This is an optimization exercise on Yosys and OpenROAD, whose aim is small area, a short achievable clock period and few clock cycles per item, not a production implementation. Where RTL was checked, it was by simulation tests only, not by an equivalence proof against the original.

== build 38 ==
==> flow/design.v <==
`timescale 1ns / 1ps
module SHA256(
  input clk,
  input [2:0] P,
  input [255:0] passwd_hash,
  input [71:0] start,
  output [71:0] hash,
  output done
);
localparam [31:0] IV0 = 32'h6a09e667, IV1 = 32'hbb67ae85, IV2 = 32'h3c6ef372, IV3 = 32'ha54ff53a,
                  IV4 = 32'h510e527f, IV5 = 32'h9b05688c, IV6 = 32'h1f83d9ab, IV7 = 32'h5be0cd19;
localparam [1:0] S_LOAD = 2'd0, S_RUN = 2'd1, S_DONE = 2'd2;
localparam [2047:0] KT = {
  32'hc67178f2, 32'hbef9a3f7, 32'ha4506ceb, 32'h90befffa,
  32'h8cc70208, 32'h84c87814, 32'h78a5636f, 32'h748f82ee,
  32'h682e6ff3, 32'h5b9cca4f, 32'h4ed8aa4a, 32'h391c0cb3,
  32'h34b0bcb5, 32'h2748774c, 32'h1e376c08, 32'h19a4c116,
  32'h106aa070, 32'hf40e3585, 32'hd6990624, 32'hd192e819,
  32'hc76c51a3, 32'hc24b8b70, 32'ha81a664b, 32'ha2bfe8a1,
  32'h92722c85, 32'h81c2c92e, 32'h766a0abb, 32'h650a7354,
  32'h53380d13, 32'h4d2c6dfc, 32'h2e1b2138, 32'h27b70a85,
  32'h14292967, 32'h06ca6351, 32'hd5a79147, 32'hc6e00bf3,
  32'hbf597fc7, 32'hb00327c8, 32'ha831c66d, 32'h983e5152,
  32'h76f988da, 32'h5cb0a9dc, 32'h4a7484aa, 32'h2de92c6f,
  32'h240ca1cc, 32'h0fc19dc6, 32'hefbe4786, 32'he49b69c1,
  32'hc19bf174, 32'h9bdc06a7, 32'h80deb1fe, 32'h72be5d74,
  32'h550c7dc3, 32'h243185be, 32'h12835b01, 32'hd807aa98,
  32'hab1c5ed5, 32'h923f82a4, 32'h59f111f1, 32'h3956c25b,
  32'he9b5dba5, 32'hb5c0fbcf, 32'h71374491, 32'h428a2f98};
function eqsum(input [31:0] x, input [31:0] y, input [31:0] p);
  reg [31:0] cy;
  begin
    cy = (x & y) | ((x | y) & ~p);
    eqsum = ((x ^ y ^ p) == {cy[30:0], 1'b0});
  end
endfunction
function [35:0] incdig(input [35:0] x);
  integer k;
  reg cyin;
  begin
    cyin = 1'b1;
    for (k = 0; k < 9; k = k + 1) begin
      if (cyin) begin
        if (x[4*k +: 4] == 4'd9) incdig[4*k +: 4] = 4'd0;
        else begin incdig[4*k +: 4] = x[4*k +: 4] + 4'd1; cyin = 1'b0; end
      end else incdig[4*k +: 4] = x[4*k +: 4];
    end
  end
endfunction
reg [35:0] dig;            
reg [31:0] a, b, c, d, e, f, g, hk, kr;
reg [511:0] w;             
reg [6:0] n;               
reg [5:0] rc;              
reg mv;                    
reg [5:0] cr;              
reg ld;                    
reg run, dn, first, vok;
reg [7:0] hp;              
reg done_r;
assign done = done_r;
assign hash = {4'h3, dig[35:32], 4'h3, dig[31:28], 4'h3, dig[27:24], 4'h3, dig[23:20],
               4'h3, dig[19:16], 4'h3, dig[15:12], 4'h3, dig[11:8], 4'h3, dig[7:4],
               4'h3, dig[3:0]};
wire init = (P == 3'd0);
wire srch = (P == 3'd2);
wire hit = &hp;            
wire lq = ld || (run && n == 7'd63 && !hit);
wire [35:0] nxt = first ? dig : incdig(dig);
wire [31:0] w0n = {4'h3, nxt[35:32], 4'h3, nxt[31:28], 4'h3, nxt[27:24], 4'h3, nxt[23:20]};
wire [31:0] w1n = {4'h3, nxt[19:16], 4'h3, nxt[15:12], 4'h3, nxt[11:8], 4'h3, nxt[7:4]};
wire [31:0] w2  = {4'h3, dig[3:0], 24'h800000};
wire [31:0] wm15 = w[31:0], wm14 = w[63:32], wm6 = w[319:288], wm1 = w[479:448];
wire [31:0] sg0 = {wm14[6:0], wm14[31:7]} ^ {wm14[17:0], wm14[31:18]} ^ (wm14 >> 3);
wire [31:0] sg1 = {wm1[16:0], wm1[31:17]} ^ {wm1[18:0], wm1[31:19]} ^ (wm1 >> 10);
wire [31:0] q1s = sg1 ^ wm6 ^ sg0;
wire [31:0] q1c = {(sg1[30:0] & wm6[30:0]) | (sg1[30:0] & sg0[30:0]) | (wm6[30:0] & sg0[30:0]), 1'b0};
wire [31:0] q2s = q1s ^ q1c ^ wm15;
wire [31:0] q2c = {(q1s[30:0] & q1c[30:0]) | (q1s[30:0] & wm15[30:0]) | (q1c[30:0] & wm15[30:0]), 1'b0};
wire [31:0] sch;
add32 u_sch (.x(q2s), .y(q2c), .s(sch));
reg [31:0] msg;
always @(*) begin
  case (n)
    7'd1: msg = w2;
    7'd14: msg = 32'h00000048;
    default: msg = 32'd0;
  endcase
end
wire [31:0] went = lq ? w1n : (n < 7'd15 ? msg : sch);
wire [31:0] wk = w[511:480];
wire [31:0] hs = g ^ kr ^ wk;
wire [31:0] hc = {(g[30:0] & kr[30:0]) | (g[30:0] & wk[30:0]) | (kr[30:0] & wk[30:0]), 1'b0};
wire [31:0] hk_sum;
add32 u_hk (.x(hs), .y(hc), .s(hk_sum));
wire [5:0] kn = mv ? (lq ? 6'd1 : n[5:0] + 6'd1) : n[5:0];
wire [31:0] hk_ld = {4'h0, nxt[35:32], 4'h0, nxt[31:28], 4'h0, nxt[27:24], 4'h0, nxt[23:20]} + 32'hce9b2ce1;
wire [31:0] S1 = {e[5:0], e[31:6]} ^ {e[10:0], e[31:11]} ^ {e[24:0], e[31:25]};
wire [31:0] S0 = {a[1:0], a[31:2]} ^ {a[12:0], a[31:13]} ^ {a[21:0], a[31:22]};
wire [31:0] ch = (e & f) ^ (~e & g);
wire [31:0] mj = (a & b) ^ (a & c) ^ (b & c);
wire [31:0] t1s = hk ^ S1 ^ ch;
wire [31:0] t1c = {(hk[30:0] & S1[30:0]) | (hk[30:0] & ch[30:0]) | (S1[30:0] & ch[30:0]), 1'b0};
wire [31:0] es = t1s ^ t1c ^ d;
wire [31:0] ec = {(t1s[30:0] & t1c[30:0]) | (t1s[30:0] & d[30:0]) | (t1c[30:0] & d[30:0]), 1'b0};
wire [31:0] e_new;
add32 u_e (.x(es), .y(ec), .s(e_new));
wire [31:0] x2s = t1s ^ t1c ^ S0;
wire [31:0] x2c = {(t1s[30:0] & t1c[30:0]) | (t1s[30:0] & S0[30:0]) | (t1c[30:0] & S0[30:0]), 1'b0};
wire [31:0] x3s = x2s ^ x2c ^ mj;
wire [31:0] x3c = {(x2s[30:0] & x2c[30:0]) | (x2s[30:0] & mj[30:0]) | (x2c[30:0] & mj[30:0]), 1'b0};
wire [31:0] a_new;
add32 u_a (.x(x3s), .y(x3c), .s(a_new));
reg [31:0] pa, pe, ia, ie;
always @(*) begin
  case (n[1:0])
    2'd2: begin pa = passwd_hash[159:128]; ia = IV3; pe = passwd_hash[31:0];   ie = IV7; end
    2'd3: begin pa = passwd_hash[191:160]; ia = IV2; pe = passwd_hash[63:32];  ie = IV6; end
    2'd0: begin pa = passwd_hash[223:192]; ia = IV1; pe = passwd_hash[95:64];  ie = IV5; end
    default: begin pa = passwd_hash[255:224]; ia = IV0; pe = passwd_hash[127:96]; ie = IV4; end
  endcase
end
wire [31:0] cya = (a & ia) | ((a | ia) & ~pa);
wire [31:0] ma = ~(a ^ ia ^ pa ^ {cya[30:0], 1'b0});
wire [31:0] cye = (e & ie) | ((e | ie) & ~pe);
wire [31:0] me = ~(e ^ ie ^ pe ^ {cye[30:0], 1'b0});
always @(posedge clk) begin
  a <= lq ? IV0 : (mv ? a_new : d);
  b <= lq ? IV1 : a;
  c <= lq ? IV2 : b;
  d <= lq ? IV3 : c;
  e <= lq ? IV4 : (mv ? e_new : g);
  f <= lq ? IV5 : e;
  g <= lq ? IV6 : f;
  if (mv) hk <= lq ? hk_ld : hk_sum;
  kr <= KT[{kn, 5'd0} +: 32];
  w[511:480] <= mv ? went : w[31:0];
  w[479:448] <= lq ? w0n : w[511:480];
  w[447:0] <= w[479:32];
  if (mv) hp <= {&ma[31:24], &ma[23:16], &ma[15:8], &ma[7:0], &me[31:24], &me[23:16], &me[15:8], &me[7:0]};
  if (init) begin
    rc <= 6'd47;
    mv <= 1'b0;
    cr <= 6'd0;
    dig <= {start[67:64], start[59:56], start[51:48], start[43:40], start[35:32],
            start[27:24], start[19:16], start[11:8], start[3:0]};
    first <= 1'b1;
    n <= 7'd0;
    ld <= 1'b1;
    run <= 1'b0;
    dn <= 1'b0;
    done_r <= 1'b0;
  end else begin
    cr <= cr + {5'd0, srch} - {5'd0, mv};
    mv <= (mv || rc == 6'd47) && (srch || cr > {5'd0, mv});
    if (!mv) rc <= (rc == 6'd47) ? 6'd0 : rc + 6'd1;
    if (srch && (dn || (mv && run && n == 7'd66 && vok && hit))) done_r <= 1'b1;
    if (mv) begin
      if (lq) begin
        dig <= nxt;
        first <= 1'b0;
        n <= 7'd1;
        ld <= 1'b0;
        run <= 1'b1;
      end else if (run) begin
        n <= n + 7'd1;
        if (n == 7'd64) vok <= hit;
        else vok <= vok && hit;
        if (n == 7'd66) begin
          run <= 1'b0;
          if (vok && hit) dn <= 1'b1;
          else begin
            ld <= 1'b1;
            n <= 7'd0;
          end
        end
      end
    end
  end
end
endmodule
module add32(
  input [31:0] x,
  input [31:0] y,
  output [31:0] s
);
wire [31:0] p0 = x ^ y;
wire [31:0] g0 = x & y;
reg [31:0] gg, pp, gn, pn;
integer i, l;
always @(*) begin
  gg = g0; pp = p0;
  for (l = 0; l < 5; l = l + 1) begin
    gn = gg; pn = pp;
    for (i = 0; i < 32; i = i + 1) begin
      if ((i >> l) & 1) begin
        gn[i] = gg[i] | (pp[i] & gg[((i >> l) << l) - 1]);
        pn[i] = pp[i] & pp[((i >> l) << l) - 1];
      end
    end
    gg = gn; pp = pn;
  end
end
assign s = p0 ^ {gg[30:0], 1'b0};
endmodule
Settings: LEC_CHECK=0, CAP_MARGIN=20, CORE_MARGIN=2, CORE_UTILIZATION=40, SLEW_MARGIN=20, SYNTH_HIERARCHICAL=1, SYNTH_MEMORY_MAX_BITS=8192; clock period 15.0 ns.
standard.sh (not shown) runs the stock make flow with config.mk's settings and CLKGATE_MAP_FILE= SYNTH_SCRIPT=/design/flow/synth_recipe.tcl, a recipe that flattens the netlist after the stock synthesis.
==> flow/flow/run.sh <==
#!/bin/bash
# Standard ORFS layout, with repair_timing aiming for more setup slack than the clock needs,
# and clock tree synthesis without dummy loads.
set -euo pipefail
bash standard.sh SETUP_SLACK_MARGIN=11 "CTS_ARGS=-sink_clustering_enable -repair_clock_nets -dont_use_dummy_load -sink_clustering_size 30 -sink_clustering_max_diameter 50" finish > standard.log 2>&1
Changes in build 14 relative to build 38:
==> flow/flow/run.sh <==
#!/bin/bash
# Standard ORFS layout, with repair_timing aiming for more setup slack than the clock needs.
set -euo pipefail
bash standard.sh SETUP_SLACK_MARGIN=11 finish > standard.log 2>&1
Results
The run showing the greater via count is build 14.
Build 38 → build 14: final-layout worst hold slack saw an increase; total congestion overflow after global routing saw little to no change.
From build 38 to build 14 the numbers moved as follows: total met3 wirelength after detailed routing rose 870 µm; sequential cell area share shrank by 1.0 points.
Fraction of area in multi-input gates: build 14 vs build 38 down 0.57 points
Going from build 38 to build 14, wire length grew slightly.
Modified inputs, build 1 compared to build 14
==> flow/flow/run.sh <==
#!/bin/bash
# Standard ORFS layout, with repair_timing aiming for more setup slack than the clock needs,
# and clock tree synthesis without dummy loads.
set -euo pipefail
bash standard.sh SETUP_SLACK_MARGIN=11 "CTS_ARGS=-sink_clustering_enable -repair_clock_nets -dont_use_dummy_load" finish > standard.log 2>&1
Findings:
Build 1 finished every step from synthesis to the final layout, and the layout passed the timing, design-rule and antenna checks. Comparing build 14 and build 1, buffering overhead is higher on build 1. [compare] base=build 14 new=build 1: transition at the pin with the smallest max-transition slack fell by 0.023 ns; stage delay of the slowest cell on the critical path rose by 0.19 ns. Build 1 vs build 14 — number of cells on the critical path dropped 8. Worst slew margin relative to its limit (build 1 over build 14): increase, 1.5 points. Build 1 can be clocked faster than build 14. Diff build 1..build 14 | number of unique standard cell types used by synthesis | unchanged. What build 14 reported for clock tree buffer count of the final layout has to be multiplied by 0.72 to get the figure for build 1. When build 1 is set beside build 14, its relative area change from synthesis to final layout turns out to be 2.2 points smaller.
Function was not checked in any run of this note: the RTL went through the layout flow alone.


SHA256, a different RTL version from the one above (not shown whole).
For scale: ~4300 cells after synthesis, roughly 820 flip-flops, roughly 410 I/O pins, roughly 43000 um^2 of cells after synthesis.
Design SHA256, start of the top module:
module SHA256(
  input clk,
  input [2:0] P,
  input [255:0] passwd_hash,
  input [71:0] start,
  output [71:0] hash,
  output done
);
localparam [31:0] IV0 = 32'h6a09e667, IV1 = 32'hbb67ae85, IV2 = 32'h3c6ef372, IV3 = 32'ha54ff53a,
                  IV4 = 32'h510e527f, IV5 = 32'h9b05688c, IV6 = 32'h1f83d9ab, IV7 = 32'h5be0cd19;
localparam [1:0] S_LOAD = 2'd0, S_RUN = 2'd1, S_DONE = 2'd2;
localparam [2047:0] KT = {
  32'hc67178f2, 32'hbef9a3f7, 32'ha4506ceb, 32'h90befffa,
  32'h8cc70208, 32'h84c87814, 32'h78a5636f, 32'h748f82ee,
  32'h682e6ff3, 32'h5b9cca4f, 32'h4ed8aa4a, 32'h391c0cb3,
  32'h34b0bcb5, 32'h2748774c, 32'h1e376c08, 32'h19a4c116,
  32'h106aa070, 32'hf40e3585, 32'hd6990624, 32'hd192e819,
  32'hc76c51a3, 32'hc24b8b70, 32'ha81a664b, 32'ha2bfe8a1,
  32'h92722c85, 32'h81c2c92e, 32'h766a0abb, 32'h650a7354,
  32'h53380d13, 32'h4d2c6dfc, 32'h2e1b2138, 32'h27b70a85,
  32'h14292967, 32'h06ca6351, 32'hd5a79147, 32'hc6e00bf3,
  32'hbf597fc7, 32'hb00327c8, 32'ha831c66d, 32'h983e5152,
  32'h76f988da, 32'h5cb0a9dc, 32'h4a7484aa, 32'h2de92c6f,
  32'h240ca1cc, 32'h0fc19dc6, 32'hefbe4786, 32'he49b69c1,
  32'hc19bf174, 32'h9bdc06a7, 32'h80deb1fe, 32'h72be5d74,
  32'h550c7dc3, 32'h243185be, 32'h12835b01, 32'hd807aa98,
  32'hab1c5ed5, 32'h923f82a4, 32'h59f111f1, 32'h3956c25b,
  32'he9b5dba5, 32'hb5c0fbcf, 32'h71374491, 32'h9e6afcb1};
function eqsum(input [31:0] x, input [31:0] y, input [31:0] p);
  reg [31:0] cy;
  begin
    cy = (x & y) | ((x | y) & ~p);
    eqsum = ((x ^ y ^ p) == {cy[30:0], 1'b0});
  end
endfunction
function [35:0] incdig(input [35:0] x);
  integer k;
  reg cyin;
  begin
    cyin = 1'b1;
  ...
Settings: LEC_CHECK=0, CAP_MARGIN=20, CORE_MARGIN=2, CORE_UTILIZATION=40, SLEW_MARGIN=20, SYNTH_MEMORY_MAX_BITS=8192; clock period 15.0 ns.
==> flow/flow/run.sh <==
#!/bin/bash
# Standard ORFS layout, with repair_timing aiming for more setup slack than the clock needs.
set -euo pipefail
bash standard.sh SETUP_SLACK_MARGIN=10 finish > standard.log 2>&1
Rerun with:
==> flow/flow/run.sh (replaced) <==
#!/bin/bash
# Standard ORFS layout, with repair_timing aiming for more setup slack than the clock needs.
set -euo pipefail
bash standard.sh SETUP_SLACK_MARGIN=11 finish > standard.log 2>&1
What happened: The changed run finished with timing, DRC and antenna clean. Maximum frequency climbs by 2.9%. Wire length came out higher by 3.3%. Clock skew grows by 3.9 ps. First-iteration DRC count went up by 11%. Sequential cell count stays the same. Final area increases by 6.3%. Via count increases by 2.6%. Sequential share of layout area shrinks by 1.8 points. Worst setup slack is better by 170 ps.
No functional check of the RTL was part of any run of this note.


v6:
Another version of the RTL of SHA256 (not shown whole).
Size: ~840 flip-flops, roughly 410 I/O pins, about 43000 um2 of cells after synthesis.
clock: 15.0 ns
lec_check: 0
cap_margin: 20
core_margin: 2
core_utilization: 55
slew_margin: 20
synth_memory_max_bits: 8192
==> flow/flow/run.sh <==
#!/bin/bash
# Standard ORFS layout, with repair_timing aiming for more setup slack than the clock needs.
set -euo pipefail
bash standard.sh SETUP_SLACK_MARGIN=10.5 finish > standard.log 2>&1
v6 reached the final stage; the timing, design-rule and antenna checks on its layout passed.
Testbench counts of v6, summed over its fixed seeds: cycles 203,823, items 3,217.
Relative to v6, the following input files were edited for v7:
- changing CORE_UTILIZATION from 55 to 40
### Flow results
From v7 to v6, post-synthesis compound-gate area fraction did not move at all. The met1 routed wirelength after detailed routing in v7 sits about 2% above the value recorded for v6. v7 vs v6 — critical path depth climbed by a little under 10%. Per the comparison of v7 with v6, total standard cell area after synthesis stayed essentially flat. Relative to v6, clock insertion delay at the later pin of the skew report has increased by 20 ps in v7. Re number of global-route vias before repair: v6 and v7 aren't equal, and the higher value belongs to v6. met3 layer usage reported by global route for v7 is lower than for v6. Register-to-register slack delta for v7 relative to v6: 100 ps higher. Measured against each other, v6 and v7 differ in final design instance area without fill, the lower figure coming from v6.

[port drivers added, routing unchanged]
In the flow no input, the clock included, has a driving cell. The finished layouts below were timed again as built, in two steps.
Step 1 sets driving cells, clkbuf_16 on the clock port and buf_2 on the other inputs (assumed; they add their load-dependent delay and slew).
Step 2 moves the port delays by t, midway between the first and last clock arrival at a register: inputs arrive t later, outputs are due t later. That takes back most of the time a late clock gives input paths.
a / b / c = ideal ports / drivers / drivers and shift; a / b = the first two.
run | t, ns | slack for setup (ns) | worst hold slack (ns) | pins driven straight from the clock port
build 38 | 0.721 | 10.291 / 10.291 / 9.738 | 0.263 / 0.263 / 0.263 | 1
build 14 | 0.740 | 10.406 / 10.406 / 9.784 | 0.311 / 0.311 / 0.311 | 1
build 1 | 0.718 | 10.451 / 10.466 / 9.770 | 0.283 / 0.283 / 0.283 | 1
the first run of note 2 | 0.716 | 8.784 / 8.760 / 8.044 | 0.314 / 0.314 / 0.314 | 1
the second run of note 2 | 0.697 | 8.959 / 8.989 / 8.292 | 0.321 / 0.321 / 0.321 | 1
v6 | 0.716 | 9.881 / 9.881 / 9.699 | 0.303 / 0.303 / 0.303 | 1
v7 | 0.715 | 9.976 / 9.976 / 9.787 | 0.308 / 0.308 / 0.308 | 1
After both steps every run listed still meets setup and hold. The setup slack of the first run of note 2, which loses most, moves by -0.024 ns with the drivers and by -0.740 ns with both steps.
